Background: an optimization exercise with open tools, aiming at small area. Do not read the settings as production practice. Only simulation tests tie the RTL to the original design; equivalence was not proved. The clock port is modelled as an ideal driver; clocking choices that lean on that would not hold on a real chip. Power and IR drop assume default switching activity.

Setup of rev 12:
Design DMA, start of the top module:
module DMA(
	clk_in_COM,
	write_in_COM,
	addr_in_COM,
	reset_in_COM,
	error_in_COM,
	data_in_RAM,
	data_in_FIFO,
	full_FIFO,
	block_size_REG,
	continue_block_gap_REG,
	stop_block_gap_REG,
	enable_transfer_mode_REG,
	transfer_complete_DAT,
	addr_out_RAM,
	data_out_RAM,
	data_out_FIFO,
	busy,
	newDAT_DAT
);
	input clk_in_COM;
	input write_in_COM;
	input [95:0] addr_in_COM;
	input reset_in_COM;
	input error_in_COM;
	input [7:0] data_in_RAM;
	input [7:0] data_in_FIFO;
	input full_FIFO;
	input [11:0] block_size_REG;
	input continue_block_gap_REG;
	input stop_block_gap_REG;
	input enable_transfer_mode_REG;
	input transfer_complete_DAT;
	output reg [63:0] addr_out_RAM;
	output reg [7:0] data_out_RAM;
	output reg [7:0] data_out_FIFO;
	output reg busy;
	output reg newDAT_DAT;
	reg        valid_r, end_r, act2_r;
	reg [63:0] addr_r;
	localparam [1:0] ST_STOP = 2'd0, ST_FDS = 2'd1, ST_CADR = 2'd2, ST_TFR = 2'd3;
	reg [1:0]  state;
	reg [11:0] cnt;
	wire kill = reset_in_COM | error_in_COM;
	wire c2r  = ~write_in_COM & enable_transfer_mode_REG;
	wire run  = ~kill & ~c2r;
	wire tfr  = (state == ST_TFR);
	wire lt   = cnt < block_size_REG;
	wire ld   = run & tfr & lt;                          
	wire hold = run & (state != ST_STOP) & ~ld;          
	wire ldr  = ~kill & c2r;                             
	wire hldr = run & (state != ST_STOP);                
	wire hcnt = tfr & ~ld;                               
	wire [12:0] lo  = {1'b0, addr_r[11:0]} + {1'b0, cnt};
	wire [51:0] hi  = addr_r[63:12] + {51'd0, lo[12]};
	wire [63:0] sum = {hi, lo[11:0]};
	wire [11:0] inc = cnt + 12'd1;
	always @(posedge clk_in_COM) begin
		valid_r    <= addr_in_COM[0];
		end_r      <= addr_in_COM[1];
		act2_r     <= addr_in_COM[5];
		addr_r     <= addr_in_COM[95:32];
		newDAT_DAT <= |data_in_RAM;
		addr_out_RAM  <= ({64{ld}} & sum) | ({64{hold}} & addr_out_RAM);
		data_out_FIFO <= ({8{ld}} & data_in_RAM) | ({8{hold}} & data_out_FIFO);
		data_out_RAM  <= ({8{ldr}} & data_in_FIFO) | ({8{hldr}} & data_out_RAM);
		cnt           <= ({12{ld}} & inc) | ({12{hcnt}} & cnt);
		if (kill) begin
			busy  <= 1'b0;
			state <= ST_STOP;
		end else if (!c2r) begin
			case (state)
				ST_STOP: begin
					busy <= 1'b0;
					if ((write_in_COM | continue_block_gap_REG) & ~full_FIFO)
						state <= ST_FDS;
				end
				ST_FDS: begin
					busy <= valid_r;
  ...
Size: roughly 480 cells after synthesis, ~5800 µm² of cells after synthesis.
clock: 4.0 ns
lec_check: 0
cap_margin: 20
core_margin: 2
core_utilization: 65
cts_buf_list: sky130_fd_sc_hd__clkbuf_4 sky130_fd_sc_hd__clkbuf_8
gpl_timing_driven: 0
slew_margin: 20
standard.sh (not shown) runs the stock make flow with config.mk's settings and CLKGATE_MAP_FILE= SYNTH_SCRIPT=/design/flow/synth_recipe.tcl, a recipe that flattens the netlist after the stock synthesis.
==> flow/flow/run.sh <==
#!/bin/bash
# The standard layout, with two changes:
#  - after the standard synthesis, its flip-flops are kept (same instances and cells) and the logic
#    between them is replaced by the one flow/handmap.py writes: the wide datapath as explicit
#    cells; the low add, compare and group carries (module hm_fast) mapped by ABC with flow/fast.abc (delay-oriented),
#    the rest of the control with an area script (flow/ctrl_area.abc);
#  - the port buffers are made from the smallest buffer cell;
#  - clock tree synthesis adds no dummy loads.
set -euo pipefail
WORK=$(pwd)
export BUFFER_PORTS_ARGS="-buffer_cell sky130_fd_sc_hd__buf_1"
export CTS_ARGS="-sink_clustering_enable -repair_clock_nets -buf_list {sky130_fd_sc_hd__clkbuf_4 sky130_fd_sc_hd__clkbuf_8} -dont_use_dummy_load"
RES=$WORK/orfs/results/$FLOW_PLATFORM/DMA/base
LOGS=$WORK/orfs/logs/$FLOW_PLATFORM/DMA/base
LIB=$FLOW_HOME/platforms/$FLOW_PLATFORM/lib/sky130_fd_sc_hd__tt_025C_1v80.lib
YOSYS=$FLOW_HOME/../tools/install/yosys/bin/yosys
[[ -x $YOSYS ]] || YOSYS=yosys

bash standard.sh synth > flow_synth.log 2>&1

cp $RES/1_2_yosys.v $WORK/1_2_yosys_standard.v
python3 $WORK/flow/handmap.py $WORK/1_2_yosys_standard.v $WORK/handmap.v 6 > handmap.log 2>&1
ABCARGS=$(grep -o -- "-liberty [^ ]*tt_025C_1v80.lib.* -constr" $LOGS/1_2_yosys.log | head -1 | sed 's/ -constr$//')
cat > $WORK/map.ys <<EOT
read_liberty -lib $LIB
read_verilog $WORK/handmap.v
hierarchy -top $FLOW_TOP
proc
opt_expr
opt_clean
techmap
opt -fast
abc -script $WORK/flow/fast.abc $ABCARGS -constr $WORK/orfs/objects/$FLOW_PLATFORM/DMA/base/abc.constr hm_fast
abc -script $WORK/flow/ctrl_area.abc $ABCARGS -constr $WORK/orfs/objects/$FLOW_PLATFORM/DMA/base/abc.constr $FLOW_TOP
flatten
hierarchy -top $FLOW_TOP
opt_clean -purge
rename -hide w:*.*
stat -liberty $LIB
write_verilog -noattr -nohex -nodec $WORK/1_2_yosys_handmap.v
EOT
$YOSYS -l map.log -q map.ys > /dev/null 2>&1
cp $WORK/1_2_yosys_handmap.v $RES/1_2_yosys.v
rm -f $RES/1_synth.odb $RES/1_synth.sdc

bash standard.sh > flow_layout.log 2>&1
Other scripts of this flow, unchanged in this note and not shown: flow/flow/ctrl_area.abc, flow/flow/fast.abc, flow/flow/handmap.py
Rev 12 reached the final stage; the timing, DRC and antenna checks on its layout passed.
Input changes introduced in rev 13 (baseline for comparison: rev 12):
Settings: GPL_TIMING_DRIVEN removed (was 0).
diff --git a/flow/flow/run.sh b/flow/flow/run.sh
--- a/flow/flow/run.sh
+++ b/flow/flow/run.sh
@@ -6,5 +6,6 @@
 #    the rest of the control with an area script (flow/ctrl_area.abc);
 #  - the port buffers are made from the smallest buffer cell;
-#  - clock tree synthesis adds no dummy loads.
+#  - clock tree synthesis adds no dummy loads, and afterwards flow/cts_trim.tcl swaps clock
+#    buffers for smaller ones while the flip-flop clock slews stay well under the limit.
 set -euo pipefail
 WORK=$(pwd)
@@ -44,3 +45,5 @@
 rm -f $RES/1_synth.odb $RES/1_synth.sdc
 
+bash standard.sh cts > flow_cts.log 2>&1
+LIB=$LIB RES=$RES openroad -no_init -exit $WORK/flow/cts_trim.tcl > cts_trim.log 2>&1
 bash standard.sh > flow_layout.log 2>&1
==> flow/flow/cts_trim.tcl (new file) <==
set limit 0.112
read_liberty $::env(LIB)
read_db $::env(RES)/4_cts.odb
read_sdc $::env(RES)/4_cts.sdc
source $::env(FLOW_HOME)/platforms/$::env(FLOW_PLATFORM)/setRC.tcl
estimate_parasitics -placement

proc maxslew {} {
  set w 0
  foreach p [get_pins -hierarchical */CLK] {
    set s [expr max([get_property $p slew_max_rise],[get_property $p slew_max_fall])]
    if {$s > $w} {set w $s}
  }
  return $w
}

set cands {}
foreach inst [get_cells -filter "ref_name==sky130_fd_sc_hd__clkbuf_8"] {
  set out [get_pins -of_objects $inst -filter "direction==output"]
  set n [llength [get_pins -of_objects [get_nets -of_objects $out] -filter "direction==input"]]
  lappend cands [list $n [get_full_name $inst]]
}
puts "clock slew before: [maxslew]"
foreach c [lsort -integer -index 0 $cands] {
  lassign $c n name
  set inst [get_cells $name]
  replace_cell $inst sky130_fd_sc_hd__clkbuf_4
  estimate_parasitics -placement
  set s [maxslew]
  if {$s > $limit} {
    replace_cell $inst sky130_fd_sc_hd__clkbuf_8
    estimate_parasitics -placement
    puts "keep $name (fanout $n): slew would be $s"
  } else {
    puts "clkbuf_4 for $name (fanout $n): slew $s"
  }
}
puts "clock slew after: [maxslew]"
write_db $::env(RES)/4_cts.odb
--- outcome ---
- Clock share of power for rev 13: 4.1 points down relative to rev 12
- Compared with rev 12, post-DP HPWL in rev 13 decreased by a few percent.
- Re first-iteration DRC count: rev 13 and rev 12 aren't equal, and the higher value belongs to rev 12.
- Looking at rev 13 and rev 12, the combinational power is a wash.
- Rev 13: global routing met2 resource utilization is 3.4 points lower than what rev 12 reported.
- Rev 13 vs rev 12: routed wire length down by a few percent
- [diff] tightest hold margin, rev 13 relative to rev 12: regression
- Rev 13 and rev 12 ended up with roughly the same highest cell delay on the worst timing path.

## afterwards: timing with drivers on the ports
The flow's constraints put no driver on any port. The routed layouts listed below were extracted and timed again, unchanged, in two steps. Step 1 assumes that a clkbuf_16 drives the clock port and a buf_2 every other input. Step 2 adds t to the input delays and takes it off the output delays; t is the mean of the earliest and latest rising clock arrival at the registers after step 1. Input paths then give back, and output paths get back, about the clock's delay inside the block. a / b / c = no drivers / after step 1 / after step 2; a / b = the first two.
run	shift t [ns]	setup WS [ns]	hold WS [ns]
rev 12	0.446	0.278 / 0.278 / 0.278	0.454 / 0.445 / 0.470
rev 13	0.522	0.341 / 0.341 / 0.341	0.371 / 0.370 / 0.475
After both steps every run listed still meets setup and hold.
